Background: an optimization exercise with open tools, aiming at small area. Do not read the settings as production practice. RTL that was checked went through simulation tests only; none was proved equivalent to the original. Power and IR drop assume default switching activity.

==> trial 36 <==
==> flow/design.v <==
module fifo_one_clk (rst, clk, write_data, write_req, read_req,
                     fifo_empty, fifo_full, more10, head, top, ovf_write, ovf_read, ovf_alloc);
input         rst, clk;
input  [7:0]  write_data;
input         write_req;    
input         read_req;     
output        fifo_empty, fifo_full;
output        more10;       
output [7:0]  head;         
output [7:0]  top;          
output        ovf_write;    
output        ovf_read;     
output        ovf_alloc;    
reg [79:0]  mem;
reg [3:0]   cnt;
assign fifo_empty = (cnt == 4'd0);
assign fifo_full  = (cnt == 4'd15);
wire write_to_fifo = write_req & !fifo_full;
wire eq10 = (cnt == 4'd10);
assign more10 = (cnt > 4'd10);
wire [3:0] tg;
assign tg[0] = write_to_fifo ^ read_req;
assign tg[1] = tg[0] & (cnt[0] ~^ write_to_fifo);
assign tg[2] = tg[1] & (cnt[1] ~^ write_to_fifo);
assign tg[3] = tg[2] & (cnt[2] ~^ write_to_fifo);
always @(posedge clk or negedge rst)
	if (!rst)
		cnt <= 4'd0;
	else
		cnt <= cnt ^ tg;
assign ovf_write = write_to_fifo & (more10 | (eq10 & !read_req));
assign ovf_read  = read_req & more10;
assign ovf_alloc = write_to_fifo & eq10 & !read_req;
always @(posedge clk)
	if (write_to_fifo)
		mem <= {mem[71:0], write_data};
assign top = mem[72 +: 8];
reg [7:0] rd;
integer k;
always @(*) begin
	rd = 8'd0;
	for (k = 0; k < 10; k = k + 1)
		rd = rd | (mem[k*8 +: 8] & {8{cnt == k + 1}});
end
assign head = rd;
endmodule
module switch(rst,clk,write_data_0, write_data_1,dest_0,dest_1,write_req_0, write_req_1,
data_ack_0, data_ack_1, read_data_0, read_data_1,read_data_valid_0, read_data_valid_1,source_add_0, source_add_1,
 configuration_address,configuration_data,configuration_data_valid);
input               rst,clk;
input       [7:0]   write_data_0, write_data_1;
input       [2:0]   dest_0, dest_1;
input               write_req_0, write_req_1;
output reg          data_ack_0, data_ack_1;
output reg  [7:0]   read_data_0, read_data_1;
output reg          read_data_valid_0, read_data_valid_1;
output reg          source_add_0, source_add_1;
input       [3:0]   configuration_address;
input       [7:0]   configuration_data;
input               configuration_data_valid;
reg [7:0] map;
reg       strict_rount, prioritized;
reg       last_read_out_0, last_read_out_1;
wire fifo_dest_0 = map[dest_0];
wire fifo_dest_1 = map[dest_1];
wire [3:0] empty, full, more10, rd, wreq, ovf_write, ovf_read, ovf_alloc;
wire [7:0] head0, head1, head2, head3;
wire [7:0] top0, top1, top2, top3;
assign wreq[0] = write_req_0 & !fifo_dest_0;
assign wreq[1] = write_req_0 &  fifo_dest_0;
assign wreq[2] = write_req_1 & !fifo_dest_1;
assign wreq[3] = write_req_1 &  fifo_dest_1;
always @(posedge clk or negedge rst)
	if (!rst) begin
		map          <= 8'b1111_0000;
		strict_rount <= 1'b1;
		prioritized  <= 1'b0;
	end else if (configuration_data_valid)
		case (configuration_address)
			0 : map <= configuration_data;
			1: {strict_rount, prioritized} <= configuration_data[1:0];
		endcase
always @(posedge clk or negedge rst)
	if (!rst) begin
		data_ack_0 <= 1'b0;
		data_ack_1 <= 1'b0;
	end else begin
		data_ack_0 <= write_req_0 & !(fifo_dest_0 ? full[1] : full[0]);
		data_ack_1 <= write_req_1 & !(fifo_dest_1 ? full[3] : full[2]);
	end
wire next_0 = strict_rount ? prioritized : !last_read_out_0;
wire next_1 = strict_rount ? prioritized : !last_read_out_1;
assign rd[0] = !empty[0] & (empty[2] | !next_0);
assign rd[2] = !empty[2] & (empty[0] |  next_0);
assign rd[1] = !empty[1] & (empty[3] | !next_1);
assign rd[3] = !empty[3] & (empty[1] |  next_1);
always @(posedge clk or negedge rst)
	if (!rst) begin
		read_data_valid_0 <= 1'b0;
		read_data_valid_1 <= 1'b0;
		last_read_out_0   <= 1'b0;
		last_read_out_1   <= 1'b0;
	end else begin
		read_data_valid_0 <= rd[0] | rd[2];
		read_data_valid_1 <= rd[1] | rd[3];
		if (read_data_valid_0) last_read_out_0 <= source_add_0;
		if (read_data_valid_1) last_read_out_1 <= source_add_1;
	end
reg  [39:0] mem_a, mem_b;
reg  [2:0]  cnt_a, cnt_b;
reg  [1:0]  own_a, own_b;
wire        busy_a = (cnt_a != 3'd0);
wire        busy_b = (cnt_b != 3'd0);
wire [3:0] grant_a, grant_b;
assign grant_a[0] = ovf_alloc[0] & !busy_a;
assign grant_a[1] = ovf_alloc[1] & !busy_a & !ovf_alloc[0];
assign grant_a[2] = ovf_alloc[2] & !busy_a & !(|ovf_alloc[1:0]);
assign grant_a[3] = ovf_alloc[3] & !busy_a & !(|ovf_alloc[2:0]);
assign grant_b    = ovf_alloc & ~grant_a;
wire [3:0] is_a = {busy_a & own_a == 2'd3, busy_a & own_a == 2'd2,
                   busy_a & own_a == 2'd1, busy_a & own_a == 2'd0};
wire [3:0] is_b = {busy_b & own_b == 2'd3, busy_b & own_b == 2'd2,
                   busy_b & own_b == 2'd1, busy_b & own_b == 2'd0};
wire [3:0] wr_a_q = ovf_write & (is_a | grant_a);
wire [3:0] wr_b_q = ovf_write & (is_b | grant_b);
wire wr_a = |wr_a_q;
wire wr_b = |wr_b_q;
wire rd_a = |(ovf_read & is_a);
wire rd_b = |(ovf_read & is_b);
reg [7:0] wd_a, wd_b;
always @(*) begin
	case (busy_a ? own_a : {grant_a[3] | grant_a[2], grant_a[3] | grant_a[1]})
		2'd0: wd_a = top0;
		2'd1: wd_a = top1;
		2'd2: wd_a = top2;
		default: wd_a = top3;
	endcase
	case (busy_b ? own_b : {grant_b[3] | grant_b[2], grant_b[3] | grant_b[1]})
		2'd0: wd_b = top0;
		2'd1: wd_b = top1;
		2'd2: wd_b = top2;
		default: wd_b = top3;
	endcase
end
wire [2:0] tg_a, tg_b;
assign tg_a[0] = wr_a ^ rd_a;
assign tg_a[1] = tg_a[0] & (cnt_a[0] ~^ wr_a);
assign tg_a[2] = tg_a[1] & (cnt_a[1] ~^ wr_a);
assign tg_b[0] = wr_b ^ rd_b;
assign tg_b[1] = tg_b[0] & (cnt_b[0] ~^ wr_b);
assign tg_b[2] = tg_b[1] & (cnt_b[1] ~^ wr_b);
always @(posedge clk or negedge rst)
	if (!rst) begin
		cnt_a <= 3'd0;
		cnt_b <= 3'd0;
	end else begin
		cnt_a <= cnt_a ^ tg_a;
		cnt_b <= cnt_b ^ tg_b;
	end
always @(posedge clk) begin
	if (|grant_a) own_a <= {grant_a[3] | grant_a[2], grant_a[3] | grant_a[1]};
	if (|grant_b) own_b <= {grant_b[3] | grant_b[2], grant_b[3] | grant_b[1]};
	if (wr_a) mem_a <= {mem_a[31:0], wd_a};
	if (wr_b) mem_b <= {mem_b[31:0], wd_b};
end
reg [7:0] head_a, head_b;
integer k;
always @(*) begin
	head_a = 8'd0;
	head_b = 8'd0;
	for (k = 0; k < 5; k = k + 1) begin
		head_a = head_a | (mem_a[k*8 +: 8] & {8{cnt_a == k + 1}});
		head_b = head_b | (mem_b[k*8 +: 8] & {8{cnt_b == k + 1}});
	end
end
wire [3:0] rd_p  = rd & ~more10;
wire       rd_a0 = rd_a & !own_a[0];
wire       rd_a1 = rd_a &  own_a[0];
wire       rd_b0 = rd_b & !own_b[0];
wire       rd_b1 = rd_b &  own_b[0];
always @(posedge clk) begin
	source_add_0 <= rd[2];
	source_add_1 <= rd[3];
	read_data_0  <= (head0 & {8{rd_p[0]}}) | (head2 & {8{rd_p[2]}}) |
	                (head_a & {8{rd_a0}}) | (head_b & {8{rd_b0}});
	read_data_1  <= (head1 & {8{rd_p[1]}}) | (head3 & {8{rd_p[3]}}) |
	                (head_a & {8{rd_a1}}) | (head_b & {8{rd_b1}});
end
fifo_one_clk FIFO_IN0_OUT0 (.rst(rst), .clk(clk), .write_data(write_data_0),
	.write_req(wreq[0]), .read_req(rd[0]),
	.fifo_empty(empty[0]), .fifo_full(full[0]), .more10(more10[0]), .head(head0), .top(top0),
	.ovf_write(ovf_write[0]), .ovf_read(ovf_read[0]), .ovf_alloc(ovf_alloc[0]));
fifo_one_clk FIFO_IN0_OUT1 (.rst(rst), .clk(clk), .write_data(write_data_0),
	.write_req(wreq[1]), .read_req(rd[1]),
	.fifo_empty(empty[1]), .fifo_full(full[1]), .more10(more10[1]), .head(head1), .top(top1),
	.ovf_write(ovf_write[1]), .ovf_read(ovf_read[1]), .ovf_alloc(ovf_alloc[1]));
fifo_one_clk FIFO_IN1_OUT0 (.rst(rst), .clk(clk), .write_data(write_data_1),
	.write_req(wreq[2]), .read_req(rd[2]),
	.fifo_empty(empty[2]), .fifo_full(full[2]), .more10(more10[2]), .head(head2), .top(top2),
	.ovf_write(ovf_write[2]), .ovf_read(ovf_read[2]), .ovf_alloc(ovf_alloc[2]));
fifo_one_clk FIFO_IN1_OUT1 (.rst(rst), .clk(clk), .write_data(write_data_1),
	.write_req(wreq[3]), .read_req(rd[3]),
	.fifo_empty(empty[3]), .fifo_full(full[3]), .more10(more10[3]), .head(head3), .top(top3),
	.ovf_write(ovf_write[3]), .ovf_read(ovf_read[3]), .ovf_alloc(ovf_alloc[3]));
endmodule
==> flow/flow/run.sh <==
#!/bin/bash
# ORFS layout as the standard.sh does it, with these changes:
#  - synthesis maps the logic with an area-oriented ABC script
#  - clock tree without dummy loads, from larger sink clusters
#  - port buffers of the smallest buffer cell
# Each tool's output is in standard.log and in the ORFS logs under orfs/logs.
set -e
export AREA_ABC_SCRIPT=$PWD/flow/area.abc
export FLOW_SYNTH_TCL=$PWD/synth_recipe.tcl
export CTS_ARGS="-sink_clustering_enable -repair_clock_nets -dont_use_dummy_load -buf_list sky130_fd_sc_hd__clkbuf_8 -sink_clustering_size 16 -sink_clustering_max_diameter 50"
export BUFFER_PORTS_ARGS="-buffer_cell sky130_fd_sc_hd__buf_1"
sed "s#SYNTH_SCRIPT=[^ ]*#SYNTH_SCRIPT=$PWD/flow/synth_abc.tcl#" standard.sh > standard_area.sh
bash standard_area.sh > standard.log 2>&1
==> flow/flow/area.abc <==
&get -n
&st
&dch
&nf -R 1000 -p
&put
topo
==> flow/flow/synth_abc.tcl <==
# The standard synthesis script, with Yosys's abc pass given an
# area-oriented ABC script (flow/area.abc) in place of ORFS's speed script.
# Only the combinational mapping changes; the registers are the same.
proc abc {args} {
  set i [lsearch $args -script]
  if {$i >= 0} { lset args [expr {$i+1}] $::env(AREA_ABC_SCRIPT) }
  puts "abc: $args"
  yosys abc {*}$args
}
source $::env(FLOW_SYNTH_TCL)
==> flow/standard.sh <==
#!/bin/bash
# synth_recipe.tcl (not shown) runs the flow's synth.tcl, then flattens the netlist and writes it again
# the make line also repeats each setting of config.mk as NAME=value (left out here)
make -C /OpenROAD-flow-scripts/flow DESIGN_CONFIG=/design/flow/config.mk WORK_HOME=/design/flow/orfs CLKGATE_MAP_FILE= SYNTH_SCRIPT=/design/flow/synth_recipe.tcl "${@:-finish}"
==> flow/config.mk <==
export PLATFORM = sky130hd
export DESIGN_NAME = switch
export DESIGN_NICKNAME = switch
export VERILOG_FILES = /design/flow/design.v
export SDC_FILE = /design/flow/constraint.sdc
export NUM_CORES = 4
export LEC_CHECK = 0
export CAP_MARGIN = 20
export CORE_MARGIN = 2
export CORE_UTILIZATION = 65
export PLACE_DENSITY = 0.75
export SLEW_MARGIN = 20
==> flow/constraint.sdc <==
create_clock -name core_clock -period 5.0 [get_ports {clk}]
set_input_delay 1.0000 -clock core_clock [delete_from_list [all_inputs] [get_ports {clk}]]
set_output_delay 1.0000 -clock core_clock [all_outputs]
set_load 0.01 [all_outputs]
==> inputs of trial 28, as changes to trial 36 <==
--- a/flow/design.v
+++ b/flow/design.v
@@ -1,3 +1,3 @@
-module fifo_one_clk (rst, clk, write_data, write_req, read_req,
-                     fifo_empty, fifo_full, more10, head, top, ovf_write, ovf_read, ovf_alloc);
+module fifo_one_clk (rst, clk, write_data, write_req, read_req, ovf_data,
+                     fifo_empty, fifo_full, head, ovf_write, ovf_read, ovf_alloc);
 input         rst, clk;
@@ -6,6 +6,5 @@
 input         read_req;     
+input  [7:0]  ovf_data;     
 output        fifo_empty, fifo_full;
-output        more10;       
 output [7:0]  head;         
-output [7:0]  top;          
 output        ovf_write;    
@@ -19,8 +18,3 @@
 wire eq10 = (cnt == 4'd10);
-assign more10 = (cnt > 4'd10);
-wire [3:0] tg;
-assign tg[0] = write_to_fifo ^ read_req;
-assign tg[1] = tg[0] & (cnt[0] ~^ write_to_fifo);
-assign tg[2] = tg[1] & (cnt[1] ~^ write_to_fifo);
-assign tg[3] = tg[2] & (cnt[2] ~^ write_to_fifo);
+wire gt10 = (cnt > 4'd10);
 always @(posedge clk or negedge rst)
@@ -28,11 +22,14 @@
 		cnt <= 4'd0;
-	else
-		cnt <= cnt ^ tg;
-assign ovf_write = write_to_fifo & (more10 | (eq10 & !read_req));
-assign ovf_read  = read_req & more10;
+	else if (write_to_fifo & !read_req)
+		cnt <= cnt + 4'd1;
+	else if (read_req & !write_to_fifo)
+		cnt <= cnt - 4'd1;
+assign ovf_write = write_to_fifo & (gt10 | (eq10 & !read_req));
+assign ovf_read  = read_req & gt10;
 assign ovf_alloc = write_to_fifo & eq10 & !read_req;
+wire       insert = (write_to_fifo & !ovf_write) | ovf_read;
+wire [7:0] din    = gt10 ? ovf_data : write_data;
 always @(posedge clk)
-	if (write_to_fifo)
-		mem <= {mem[71:0], write_data};
-assign top = mem[72 +: 8];
+	if (insert)
+		mem <= {mem[71:0], din};
 reg [7:0] rd;
@@ -41,4 +38,5 @@
 	rd = 8'd0;
-	for (k = 0; k < 10; k = k + 1)
+	for (k = 0; k < 9; k = k + 1)
 		rd = rd | (mem[k*8 +: 8] & {8{cnt == k + 1}});
+	rd = rd | (mem[72 +: 8] & {8{cnt >= 4'd10}});
 end
@@ -65,5 +63,5 @@
 wire fifo_dest_1 = map[dest_1];
-wire [3:0] empty, full, more10, rd, wreq, ovf_write, ovf_read, ovf_alloc;
+wire [3:0] empty, full, rd, wreq, ovf_write, ovf_read, ovf_alloc;
 wire [7:0] head0, head1, head2, head3;
-wire [7:0] top0, top1, top2, top3;
+wire [7:0] xdata0, xdata1, xdata2, xdata3;
 assign wreq[0] = write_req_0 & !fifo_dest_0;
@@ -108,2 +106,8 @@
 	end
+always @(posedge clk) begin
+	source_add_0 <= rd[2];
+	source_add_1 <= rd[3];
+	read_data_0  <= (head0 & {8{rd[0]}}) | (head2 & {8{rd[2]}});
+	read_data_1  <= (head1 & {8{rd[1]}}) | (head3 & {8{rd[3]}});
+end
 reg  [39:0] mem_a, mem_b;
@@ -129,24 +133,4 @@
 wire rd_b = |(ovf_read & is_b);
-reg [7:0] wd_a, wd_b;
-always @(*) begin
-	case (busy_a ? own_a : {grant_a[3] | grant_a[2], grant_a[3] | grant_a[1]})
-		2'd0: wd_a = top0;
-		2'd1: wd_a = top1;
-		2'd2: wd_a = top2;
-		default: wd_a = top3;
-	endcase
-	case (busy_b ? own_b : {grant_b[3] | grant_b[2], grant_b[3] | grant_b[1]})
-		2'd0: wd_b = top0;
-		2'd1: wd_b = top1;
-		2'd2: wd_b = top2;
-		default: wd_b = top3;
-	endcase
-end
-wire [2:0] tg_a, tg_b;
-assign tg_a[0] = wr_a ^ rd_a;
-assign tg_a[1] = tg_a[0] & (cnt_a[0] ~^ wr_a);
-assign tg_a[2] = tg_a[1] & (cnt_a[1] ~^ wr_a);
-assign tg_b[0] = wr_b ^ rd_b;
-assign tg_b[1] = tg_b[0] & (cnt_b[0] ~^ wr_b);
-assign tg_b[2] = tg_b[1] & (cnt_b[1] ~^ wr_b);
+wire [7:0] wd_a = (|wr_a_q[3:2]) ? write_data_1 : write_data_0;
+wire [7:0] wd_b = (|wr_b_q[3:2]) ? write_data_1 : write_data_0;
 always @(posedge clk or negedge rst)
@@ -156,4 +140,6 @@
 	end else begin
-		cnt_a <= cnt_a ^ tg_a;
-		cnt_b <= cnt_b ^ tg_b;
+		if (wr_a & !rd_a) cnt_a <= cnt_a + 3'd1;
+		else if (rd_a & !wr_a) cnt_a <= cnt_a - 3'd1;
+		if (wr_b & !rd_b) cnt_b <= cnt_b + 3'd1;
+		else if (rd_b & !wr_b) cnt_b <= cnt_b - 3'd1;
 	end
@@ -175,30 +161,21 @@
 end
-wire [3:0] rd_p  = rd & ~more10;
-wire       rd_a0 = rd_a & !own_a[0];
-wire       rd_a1 = rd_a &  own_a[0];
-wire       rd_b0 = rd_b & !own_b[0];
-wire       rd_b1 = rd_b &  own_b[0];
-always @(posedge clk) begin
-	source_add_0 <= rd[2];
-	source_add_1 <= rd[3];
-	read_data_0  <= (head0 & {8{rd_p[0]}}) | (head2 & {8{rd_p[2]}}) |
-	                (head_a & {8{rd_a0}}) | (head_b & {8{rd_b0}});
-	read_data_1  <= (head1 & {8{rd_p[1]}}) | (head3 & {8{rd_p[3]}}) |
-	                (head_a & {8{rd_a1}}) | (head_b & {8{rd_b1}});
-end
+assign xdata0 = is_a[0] ? head_a : head_b;
+assign xdata1 = is_a[1] ? head_a : head_b;
+assign xdata2 = is_a[2] ? head_a : head_b;
+assign xdata3 = is_a[3] ? head_a : head_b;
 fifo_one_clk FIFO_IN0_OUT0 (.rst(rst), .clk(clk), .write_data(write_data_0),
-	.write_req(wreq[0]), .read_req(rd[0]),
-	.fifo_empty(empty[0]), .fifo_full(full[0]), .more10(more10[0]), .head(head0), .top(top0),
+	.write_req(wreq[0]), .read_req(rd[0]), .ovf_data(xdata0),
+	.fifo_empty(empty[0]), .fifo_full(full[0]), .head(head0),
 	.ovf_write(ovf_write[0]), .ovf_read(ovf_read[0]), .ovf_alloc(ovf_alloc[0]));
 fifo_one_clk FIFO_IN0_OUT1 (.rst(rst), .clk(clk), .write_data(write_data_0),
-	.write_req(wreq[1]), .read_req(rd[1]),
-	.fifo_empty(empty[1]), .fifo_full(full[1]), .more10(more10[1]), .head(head1), .top(top1),
+	.write_req(wreq[1]), .read_req(rd[1]), .ovf_data(xdata1),
+	.fifo_empty(empty[1]), .fifo_full(full[1]), .head(head1),
 	.ovf_write(ovf_write[1]), .ovf_read(ovf_read[1]), .ovf_alloc(ovf_alloc[1]));
 fifo_one_clk FIFO_IN1_OUT0 (.rst(rst), .clk(clk), .write_data(write_data_1),
-	.write_req(wreq[2]), .read_req(rd[2]),
-	.fifo_empty(empty[2]), .fifo_full(full[2]), .more10(more10[2]), .head(head2), .top(top2),
+	.write_req(wreq[2]), .read_req(rd[2]), .ovf_data(xdata2),
+	.fifo_empty(empty[2]), .fifo_full(full[2]), .head(head2),
 	.ovf_write(ovf_write[2]), .ovf_read(ovf_read[2]), .ovf_alloc(ovf_alloc[2]));
 fifo_one_clk FIFO_IN1_OUT1 (.rst(rst), .clk(clk), .write_data(write_data_1),
-	.write_req(wreq[3]), .read_req(rd[3]),
-	.fifo_empty(empty[3]), .fifo_full(full[3]), .more10(more10[3]), .head(head3), .top(top3),
+	.write_req(wreq[3]), .read_req(rd[3]), .ovf_data(xdata3),
+	.fifo_empty(empty[3]), .fifo_full(full[3]), .head(head3),
 	.ovf_write(ovf_write[3]), .ovf_read(ovf_read[3]), .ovf_alloc(ovf_alloc[3]));
==> flow/flow/run.sh (replaced) <==
#!/bin/bash
# Standard ORFS layout with area-oriented tweaks:
#  - clock tree without dummy loads, from small clock buffers
#  - port buffers of the smallest buffer cell
#  - power (and so area) recovery after global routing
export CTS_ARGS="-sink_clustering_enable -repair_clock_nets -dont_use_dummy_load -sink_clustering_size 30 -sink_clustering_max_diameter 80"
export BUFFER_PORTS_ARGS="-buffer_cell sky130_fd_sc_hd__buf_1"
#export RECOVER_POWER=100
bash standard.sh > standard.log 2>&1
--- a/flow/config.mk
+++ b/flow/config.mk
@@ -9,4 +9,3 @@
 export CORE_MARGIN = 2
-export CORE_UTILIZATION = 65
-export PLACE_DENSITY = 0.75
+export CORE_UTILIZATION = 40
 export SLEW_MARGIN = 20
removed: flow/flow/area.abc
removed: flow/flow/synth_abc.tcl
==> inputs of build 82, as changes to trial 36 <==
--- a/flow/design.v
+++ b/flow/design.v
@@ -20,7 +20,2 @@
 assign more10 = (cnt > 4'd10);
-wire [3:0] tg;
-assign tg[0] = write_to_fifo ^ read_req;
-assign tg[1] = tg[0] & (cnt[0] ~^ write_to_fifo);
-assign tg[2] = tg[1] & (cnt[1] ~^ write_to_fifo);
-assign tg[3] = tg[2] & (cnt[2] ~^ write_to_fifo);
 always @(posedge clk or negedge rst)
@@ -28,4 +23,6 @@
 		cnt <= 4'd0;
-	else
-		cnt <= cnt ^ tg;
+	else if (write_to_fifo & !read_req)
+		cnt <= cnt + 4'd1;
+	else if (read_req & !write_to_fifo)
+		cnt <= cnt - 4'd1;
 assign ovf_write = write_to_fifo & (more10 | (eq10 & !read_req));
@@ -144,9 +141,2 @@
 end
-wire [2:0] tg_a, tg_b;
-assign tg_a[0] = wr_a ^ rd_a;
-assign tg_a[1] = tg_a[0] & (cnt_a[0] ~^ wr_a);
-assign tg_a[2] = tg_a[1] & (cnt_a[1] ~^ wr_a);
-assign tg_b[0] = wr_b ^ rd_b;
-assign tg_b[1] = tg_b[0] & (cnt_b[0] ~^ wr_b);
-assign tg_b[2] = tg_b[1] & (cnt_b[1] ~^ wr_b);
 always @(posedge clk or negedge rst)
@@ -156,4 +146,6 @@
 	end else begin
-		cnt_a <= cnt_a ^ tg_a;
-		cnt_b <= cnt_b ^ tg_b;
+		if (wr_a & !rd_a) cnt_a <= cnt_a + 3'd1;
+		else if (rd_a & !wr_a) cnt_a <= cnt_a - 3'd1;
+		if (wr_b & !rd_b) cnt_b <= cnt_b + 3'd1;
+		else if (rd_b & !wr_b) cnt_b <= cnt_b - 3'd1;
 	end
--- a/flow/config.mk
+++ b/flow/config.mk
@@ -9,4 +9,3 @@
 export CORE_MARGIN = 2
-export CORE_UTILIZATION = 65
-export PLACE_DENSITY = 0.75
+export CORE_UTILIZATION = 40
 export SLEW_MARGIN = 20
==> qor summary <==
| item | trial 36 | build 82 | trial 28 |
|---|---|---|---|
| Run status | finished clean | finished clean | finished clean |
| Mean post-synth cell area | 15.88 µm² | 15.90 µm² | 14.56 µm² |
| Die Footprint | 28300 µm² | 46680 µm² | 50420 µm² |
| Cell chosen for the clock root | sky130_fd_sc_hd__clkbuf_8 | sky130_fd_sc_hd__clkbuf_8 | sky130_fd_sc_hd__clkbuf_16 |
| Fraction of area in registers | 0.7036 | 0.6814 | 0.6386 |
| Multi-input combinational cell area | 4148 µm² | 4468 µm² | 5595 µm² |
| Internal power component | 7.107 mW | 7.297 mW | 9.747 mW |
| End point of the critical path | cnt_b[2] | mem_a[29] | mem_b[15] |
| Highest-utilization routing layer at the global route stage | met1 | met2 | met1 |
| ANT cells | 0 | 1 | 0 |
| Number of standard cells in the layout, taps in and fillers out | 1583 | 1842 | 1981 |
| Worst Setup Slack, final | 0.9864 ns | 0.8968 ns | 1.143 ns |
| Number of iterations in the first detailed-routing pass | 9 | 7 | 5 |
| Later-pin clock latency in the skew report | 0.57 ns | 0.65 ns | 0.61 ns |
| Global routing met2 resource utilization | 0.4337 | 0.2649 | 0.2537 |
| Chip width | 168.2 µm | 216.1 µm | 224.6 µm |
| Shortest period the worst path allows | 4.014 ns | 4.103 ns | 3.857 ns |
No functional check of the RTL was part of trial 28.

==> separate check: timing with driven ports <==
The results above use ideal ports. As a check the final layouts listed here were re-extracted and re-timed, cells and wires unchanged.
Step 1: set_driving_cell puts a clkbuf_16 on clk and a buf_2 on each other input, an assumption about the parent block.
Step 2 adds t to the input delays and takes it off the output delays; t is the mean of the earliest and latest rising clock arrival at the registers after step 1. Input paths then give back, and output paths get back, about the clock's delay inside the block.
Three values: ideal, step 1, step 2; two values: the first two.
run	shift t [ns]	slack for setup (ns)	hold WS [ns]	worst setup path after step 2	clock arrival spread, ns
trial 36	0.597	0.986 / 1.008 / 0.411	0.419 / 0.419 / 0.419	input to register	0.049 / 0.048
trial 28	0.629	1.143 / 1.143 / 0.788	0.392 / 0.392 / 0.392	input to register	0.078 / 0.079
build 82	0.665	0.897 / 0.921 / 0.256	0.404 / 0.404 / 0.404	input to register	0.071 / 0.071
After both steps every run listed still meets setup and hold. The setup slack of build 82, which loses most, moves by +0.024 ns with the drivers and by -0.641 ns with both steps.
